Source: an optimization exercise on an open RTL-to-GDS flow (aim: small area, a short achievable clock period and few clock cycles per item). Production flows keep margins and buffers that such runs may drop.
At most, simulation tests tie the RTL to the original design; equivalence was not proved.

==> flow/design.v <==
module unsigned_nonrestoring #(
    parameter int WIDTH = 32
) (
    input logic go,
    input logic[WIDTH-1:0] divisor,
    input logic[WIDTH-1:0] dividend,
    input logic clk, rst,
    output logic done,
    output logic[WIDTH-1:0] quotient,
    output logic[WIDTH-1:0] remainder,
    output logic divide_by_zero
);
logic align_R, iter_R, done_R, dbz_R;
logic [4:0] cnt_R;
logic [31:0] Q_R, R_R, B_R;
logic [5:0] lza_R, lzb_R;
assign done = done_R;
assign divide_by_zero = dbz_R;
assign quotient = Q_R;
assign remainder = R_R;
function automatic logic [5:0] lzc32(input logic [31:0] x);
    logic [15:0] v1; logic [15:0] c1;
    logic [7:0] v2; logic [1:0] c2 [8];
    logic [3:0] v3; logic [2:0] c3 [4];
    logic [1:0] v4; logic [3:0] c4 [2];
    for (int i = 0; i < 16; i++) begin
        v1[i] = x[2*i+1] | x[2*i];
        c1[i] = ~x[2*i+1];
    end
    for (int i = 0; i < 8; i++) begin
        v2[i] = v1[2*i+1] | v1[2*i];
        c2[i] = v1[2*i+1] ? {1'b0, c1[2*i+1]} : {1'b1, c1[2*i]};
    end
    for (int i = 0; i < 4; i++) begin
        v3[i] = v2[2*i+1] | v2[2*i];
        c3[i] = v2[2*i+1] ? {1'b0, c2[2*i+1]} : {1'b1, c2[2*i]};
    end
    for (int i = 0; i < 2; i++) begin
        v4[i] = v3[2*i+1] | v3[2*i];
        c4[i] = v3[2*i+1] ? {1'b0, c3[2*i+1]} : {1'b1, c3[2*i]};
    end
    if (v4[1]) lzc32 = {2'b00, c4[1]};
    else if (v4[0]) lzc32 = {2'b01, c4[0]};
    else lzc32 = 6'd32;
endfunction
logic [6:0] d;
logic [31:0] bsh;
logic bzero, qzero;
always_comb begin
    d = {1'b0, lzb_R} - {1'b0, lza_R};
    bzero = lzb_R[5];
    qzero = d[6];
    bsh = B_R << d[4:0];
end
logic [32:0] diff;
logic qd;
always_comb begin
    diff = {1'b0, R_R} - {1'b0, B_R};
    qd = !diff[32];
end
always_ff @(posedge clk or posedge rst) begin
    if (rst) begin
        align_R <= 1'b0;
        iter_R <= 1'b0;
        done_R <= 1'b0;
        dbz_R <= 1'b0;
    end else begin
        done_R <= 1'b0;
        if (align_R) begin
            align_R <= 1'b0;
            dbz_R <= bzero;
            if (bzero || qzero) done_R <= 1'b1;
            else iter_R <= 1'b1;
        end else if (iter_R) begin
            if (cnt_R == 5'd0) begin
                iter_R <= 1'b0;
                done_R <= 1'b1;
            end
        end else if (go) begin
            align_R <= 1'b1;
        end
    end
end
always_ff @(posedge clk) begin
    if (align_R) begin
        B_R <= bsh;
        Q_R <= '0;
        cnt_R <= d[4:0];
    end else if (iter_R) begin
        if (qd) R_R <= diff[31:0];
        B_R <= {1'b0, B_R[31:1]};
        Q_R <= {Q_R[30:0], qd};
        cnt_R <= cnt_R - 5'd1;
    end else begin
        R_R <= dividend;
        B_R <= divisor;
        lza_R <= lzc32(dividend);
        lzb_R <= lzc32(divisor);
    end
end
endmodule
==> flow/config.mk <==
export PLATFORM = sky130hd
export DESIGN_NAME = unsigned_nonrestoring
export DESIGN_NICKNAME = unsigned_nonrestoring
export VERILOG_FILES = /design/flow/design.v
export SDC_FILE = /design/flow/constraint.sdc
export NUM_CORES = 4
export LEC_CHECK = 0
export CAP_MARGIN = 20
export CORE_MARGIN = 2
export CORE_UTILIZATION = 40
export SETUP_SLACK_MARGIN = 2.5
export SLEW_MARGIN = 20
==> flow/constraint.sdc <==
create_clock -name core_clock -period 6.0 [get_ports {clk}]
set_input_delay 1.2000 -clock core_clock [delete_from_list [all_inputs] [get_ports {clk}]]
set_output_delay 1.2000 -clock core_clock [all_outputs]
set_load 0.01 [all_outputs]
run.sh (not shown) runs the stock make flow with config.mk's settings and CLKGATE_MAP_FILE= SYNTH_SCRIPT=/design/flow/synth_recipe.tcl, a recipe that flattens the netlist after the stock synthesis.
Rerun with:
--- a/flow/design.v
+++ b/flow/design.v
@@ -51,5 +51,5 @@
     bzero = lzb_R[5];
     qzero = d[6];
-    bsh = B_R << d[4:0];
+    bsh = divisor << d[4:0];
 end
 logic [32:0] diff;
@@ -83,19 +83,17 @@
 end
 always_ff @(posedge clk) begin
+    lza_R <= lzc32(dividend);
+    lzb_R <= lzc32(divisor);
     if (align_R) begin
         B_R <= bsh;
         Q_R <= '0;
         cnt_R <= d[4:0];
-    end else if (iter_R) begin
-        if (qd) R_R <= diff[31:0];
+    end else begin
         B_R <= {1'b0, B_R[31:1]};
         Q_R <= {Q_R[30:0], qd};
         cnt_R <= cnt_R - 5'd1;
-    end else begin
-        R_R <= dividend;
-        B_R <= divisor;
-        lza_R <= lzc32(dividend);
-        lzb_R <= lzc32(divisor);
     end
+    if (!align_R && !iter_R) R_R <= dividend;
+    else if (iter_R && qd) R_R <= diff[31:0];
 end
 endmodule
Result:
- global-route usage fell by 3.0 points
- design area fell by 7.6%
- utilization rose by 0.57 points
- sequential cell count stays the same
- non-clock buffer count fell by 3
- synthesized cell count fell by 1.3%
- final cell count fell by 1.9%
- fmax rose by 1.7%
- area after synthesis fell by 9.4%
- critical path depth fell by 1
- worst setup slack gains 56 ps
Testbench counts after the change, summed over its fixed seeds: cycles 32,890, divisions 3,200.
The RTL of the first run of this note was laid out without a check of its function.


== run a ==
Another version of the RTL of unsigned_nonrestoring (not shown whole).
For scale: ~950 cells after synthesis, roughly 120 flip-flops, about 130 I/O pins, roughly 0.0078 sq mm of cells after synthesis.
==> module unsigned_nonrestoring, before the edit <==
module unsigned_nonrestoring #(
    parameter int WIDTH = 32
) (
    input logic go,
    input logic[WIDTH-1:0] divisor,
    input logic[WIDTH-1:0] dividend,
    input logic clk, rst,
    output logic done,
    output logic[WIDTH-1:0] quotient,
    output logic[WIDTH-1:0] remainder,
    output logic divide_by_zero
);
logic align_R, iter_R, done_R, dbz_R;
logic [4:0] cnt_R;
logic [31:0] Q_R, R_R, B_R;
logic [5:0] lza_R, lzb_R;
assign done = done_R;
assign divide_by_zero = dbz_R;
assign quotient = Q_R;
assign remainder = R_R;
function automatic logic [5:0] lzc32(input logic [31:0] x);
    logic [15:0] v1; logic [15:0] c1;
    logic [7:0] v2; logic [1:0] c2 [8];
    logic [3:0] v3; logic [2:0] c3 [4];
    logic [1:0] v4; logic [3:0] c4 [2];
    for (int i = 0; i < 16; i++) begin
        v1[i] = x[2*i+1] | x[2*i];
        c1[i] = ~x[2*i+1];
    end
    for (int i = 0; i < 8; i++) begin
        v2[i] = v1[2*i+1] | v1[2*i];
        c2[i] = v1[2*i+1] ? {1'b0, c1[2*i+1]} : {1'b1, c1[2*i]};
    end
    for (int i = 0; i < 4; i++) begin
        v3[i] = v2[2*i+1] | v2[2*i];
        c3[i] = v2[2*i+1] ? {1'b0, c2[2*i+1]} : {1'b1, c2[2*i]};
    end
    for (int i = 0; i < 2; i++) begin
        v4[i] = v3[2*i+1] | v3[2*i];
        c4[i] = v3[2*i+1] ? {1'b0, c3[2*i+1]} : {1'b1, c3[2*i]};
    end
    if (v4[1]) lzc32 = {2'b00, c4[1]};
    else if (v4[0]) lzc32 = {2'b01, c4[0]};
    else lzc32 = 6'd32;
endfunction
logic [6:0] d;
logic [31:0] bsh;
logic bzero, qzero;
always_comb begin
    d = {1'b0, lzb_R} - {1'b0, lza_R};
    bzero = lzb_R[5];
    qzero = d[6];
    bsh = divisor << d[4:0];
end
logic [32:0] diff;
logic qd;
always_comb begin
    diff = {1'b0, R_R} - {1'b0, B_R};
    qd = R_R >= B_R;
end
always_ff @(posedge clk or posedge rst) begin
    if (rst) begin
        align_R <= 1'b0;
        iter_R <= 1'b0;
        done_R <= 1'b0;
        dbz_R <= 1'b0;
    end else begin
        done_R <= 1'b0;
        if (align_R) begin
            align_R <= 1'b0;
            dbz_R <= bzero;
            if (bzero || qzero) done_R <= 1'b1;
            else iter_R <= 1'b1;
        end else if (iter_R) begin
            if (cnt_R == 5'd0) begin
                iter_R <= 1'b0;
                done_R <= 1'b1;
            end
        end else if (go) begin
            align_R <= 1'b1;
        end
    end
end
always_ff @(posedge clk) begin
    lza_R <= lzc32(dividend);
    lzb_R <= lzc32(divisor);
    if (align_R) begin
        B_R <= bsh;
        Q_R <= '0;
        cnt_R <= d[4:0];
    end else begin
        B_R <= {1'b0, B_R[31:1]};
        Q_R <= {Q_R[30:0], qd};
        cnt_R <= cnt_R - 5'd1;
    end
    if (!align_R && !iter_R) R_R <= dividend;
    else if (iter_R && qd) R_R <= diff[31:0];
end
endmodule
clock: 6.0 ns
lec_check: 0
cap_margin: 20
core_margin: 2
core_utilization: 40
setup_slack_margin: 3.0
slew_margin: 20
standard.sh (not shown) runs the stock make flow with config.mk's settings and CLKGATE_MAP_FILE= SYNTH_SCRIPT=/design/flow/synth_recipe.tcl, a recipe that flattens the netlist after the stock synthesis.
==> flow/flow/run.sh <==
#!/bin/bash
# The standard layout, with the port buffers made from the smallest plain buffer
# (buf_1) instead of the cell buffer_ports picks by itself.
set -euo pipefail
bash standard.sh 'BUFFER_PORTS_ARGS=-buffer_cell sky130_fd_sc_hd__buf_1' finish > make.log 2>&1
Testbench counts of run a, summed over its fixed seeds: cycles 32,890, divisions 3,200.
diff inputs: run a => run b
diff --git a/flow/design.v b/flow/design.v
--- a/flow/design.v
+++ b/flow/design.v
@@ -9,16 +9,17 @@
     output logic[WIDTH-1:0] quotient,
     output logic[WIDTH-1:0] remainder,
     output logic divide_by_zero
 );
-logic align_R, iter_R, done_R, dbz_R;
+logic align_R, iter_R, fix_R, done_R, dbz_R;
 logic [4:0] cnt_R;
-logic [31:0] Q_R, R_R, B_R;
+logic [31:0] Q_R, B_R;
+logic [32:0] R_R;
 logic [5:0] lza_R, lzb_R;
 assign done = done_R;
 assign divide_by_zero = dbz_R;
 assign quotient = Q_R;
-assign remainder = R_R;
+assign remainder = R_R[31:0];
 function automatic logic [5:0] lzc32(input logic [31:0] x);
     logic [15:0] v1; logic [15:0] c1;
     logic [7:0] v2; logic [1:0] c2 [8];
     logic [3:0] v3; logic [2:0] c3 [4];
@@ -51,18 +52,19 @@
     bzero = lzb_R[5];
     qzero = d[6];
     bsh = divisor << d[4:0];
 end
-logic [32:0] diff;
-logic qd;
+logic [32:0] sum;
+logic last;
 always_comb begin
-    diff = {1'b0, R_R} - {1'b0, B_R};
-    qd = R_R >= B_R;
+    sum = R_R[32] ? R_R + {1'b0, B_R} : R_R - {1'b0, B_R};
+    last = (cnt_R == 5'd0);
 end
 always_ff @(posedge clk or posedge rst) begin
     if (rst) begin
         align_R <= 1'b0;
         iter_R <= 1'b0;
+        fix_R <= 1'b0;
         done_R <= 1'b0;
         dbz_R <= 1'b0;
     end else begin
         done_R <= 1'b0;
@@ -71,12 +73,16 @@
             dbz_R <= bzero;
             if (bzero || qzero) done_R <= 1'b1;
             else iter_R <= 1'b1;
         end else if (iter_R) begin
-            if (cnt_R == 5'd0) begin
+            if (last) begin
                 iter_R <= 1'b0;
-                done_R <= 1'b1;
+                if (sum[32]) fix_R <= 1'b1;
+                else done_R <= 1'b1;
             end
+        end else if (fix_R) begin
+            fix_R <= 1'b0;
+            done_R <= 1'b1;
         end else if (go) begin
             align_R <= 1'b1;
         end
     end
@@ -88,12 +94,12 @@
         B_R <= bsh;
         Q_R <= '0;
         cnt_R <= d[4:0];
     end else begin
-        B_R <= {1'b0, B_R[31:1]};
-        Q_R <= {Q_R[30:0], qd};
+        if (!last) B_R <= {1'b0, B_R[31:1]};
+        if (!fix_R) Q_R <= {Q_R[30:0], !sum[32]};
         cnt_R <= cnt_R - 5'd1;
     end
-    if (!align_R && !iter_R) R_R <= dividend;
-    else if (iter_R && qd) R_R <= diff[31:0];
+    if (!align_R && !iter_R && !fix_R) R_R <= {1'b0, dividend};
+    else if (!align_R) R_R <= sum;
 end
 endmodule
==> results.txt <==
Per the comparison of run b with run a, overall fraction of global-route tracks in use moved down; finished layout cell area moved up; worst setup slack moved down; number of global-route vias before repair moved up.
Run b: synthesis-to-layout area growth higher than run a
Cmp run a and run b / clock-buffer cell count / higher: run b
Per the comparison of run b with run a, count of flip-flops with a built-in enable after synthesis grew by about 100%, synthesized cell count grew by 16%, worst path arrival time grew by 0.87 ns, multi-input logic area grew by 47%.
Relative to run a, number of clock sinks seen by CTS increased by about 1.7% in run b.
For run b, only the layout was checked, not whether the RTL still works.

## port drivers added, routing unchanged
Ports are ideal in the flow. The routed layouts listed here were re-timed in OpenROAD.
Step 1: set_driving_cell puts a clkbuf_16 on clk and a buf_2 on each other input, an assumption about the parent block.
Step 2, shift: input delay + t, output delay - t, t = (earliest + latest rising clock arrival at the registers) / 2. This alone moves slack from input paths to output paths.
a / b / c = no drivers / after step 1 / after step 2; a / b = the first two.
run | shift t [ns] | setup WS [ns] | worst hold slack (ns) | worst setup path after step 2 | pins driven straight from the clock port
the first run of note 1 | 0.465 | 2.665 / 2.665 / 2.400 | 0.497 / 0.497 / 0.497 | input to register | 1
the second run of note 1 | 0.465 | 2.722 / 2.722 / 2.443 | 0.456 / 0.456 / 0.456 | input to register | 1
run a | 0.456 | 3.060 / 3.060 / 2.669 | 0.461 / 0.461 / 0.461 | input to register | 1
run b | 0.466 | 2.190 / 2.190 / 2.190 | 0.474 / 0.474 / 0.474 | register to register | 1
After both steps setup and hold are still met in every run listed. For run a, which loses most, drivers alone change the setup slack by 0.000 ns; drivers and shift together by -0.391 ns.
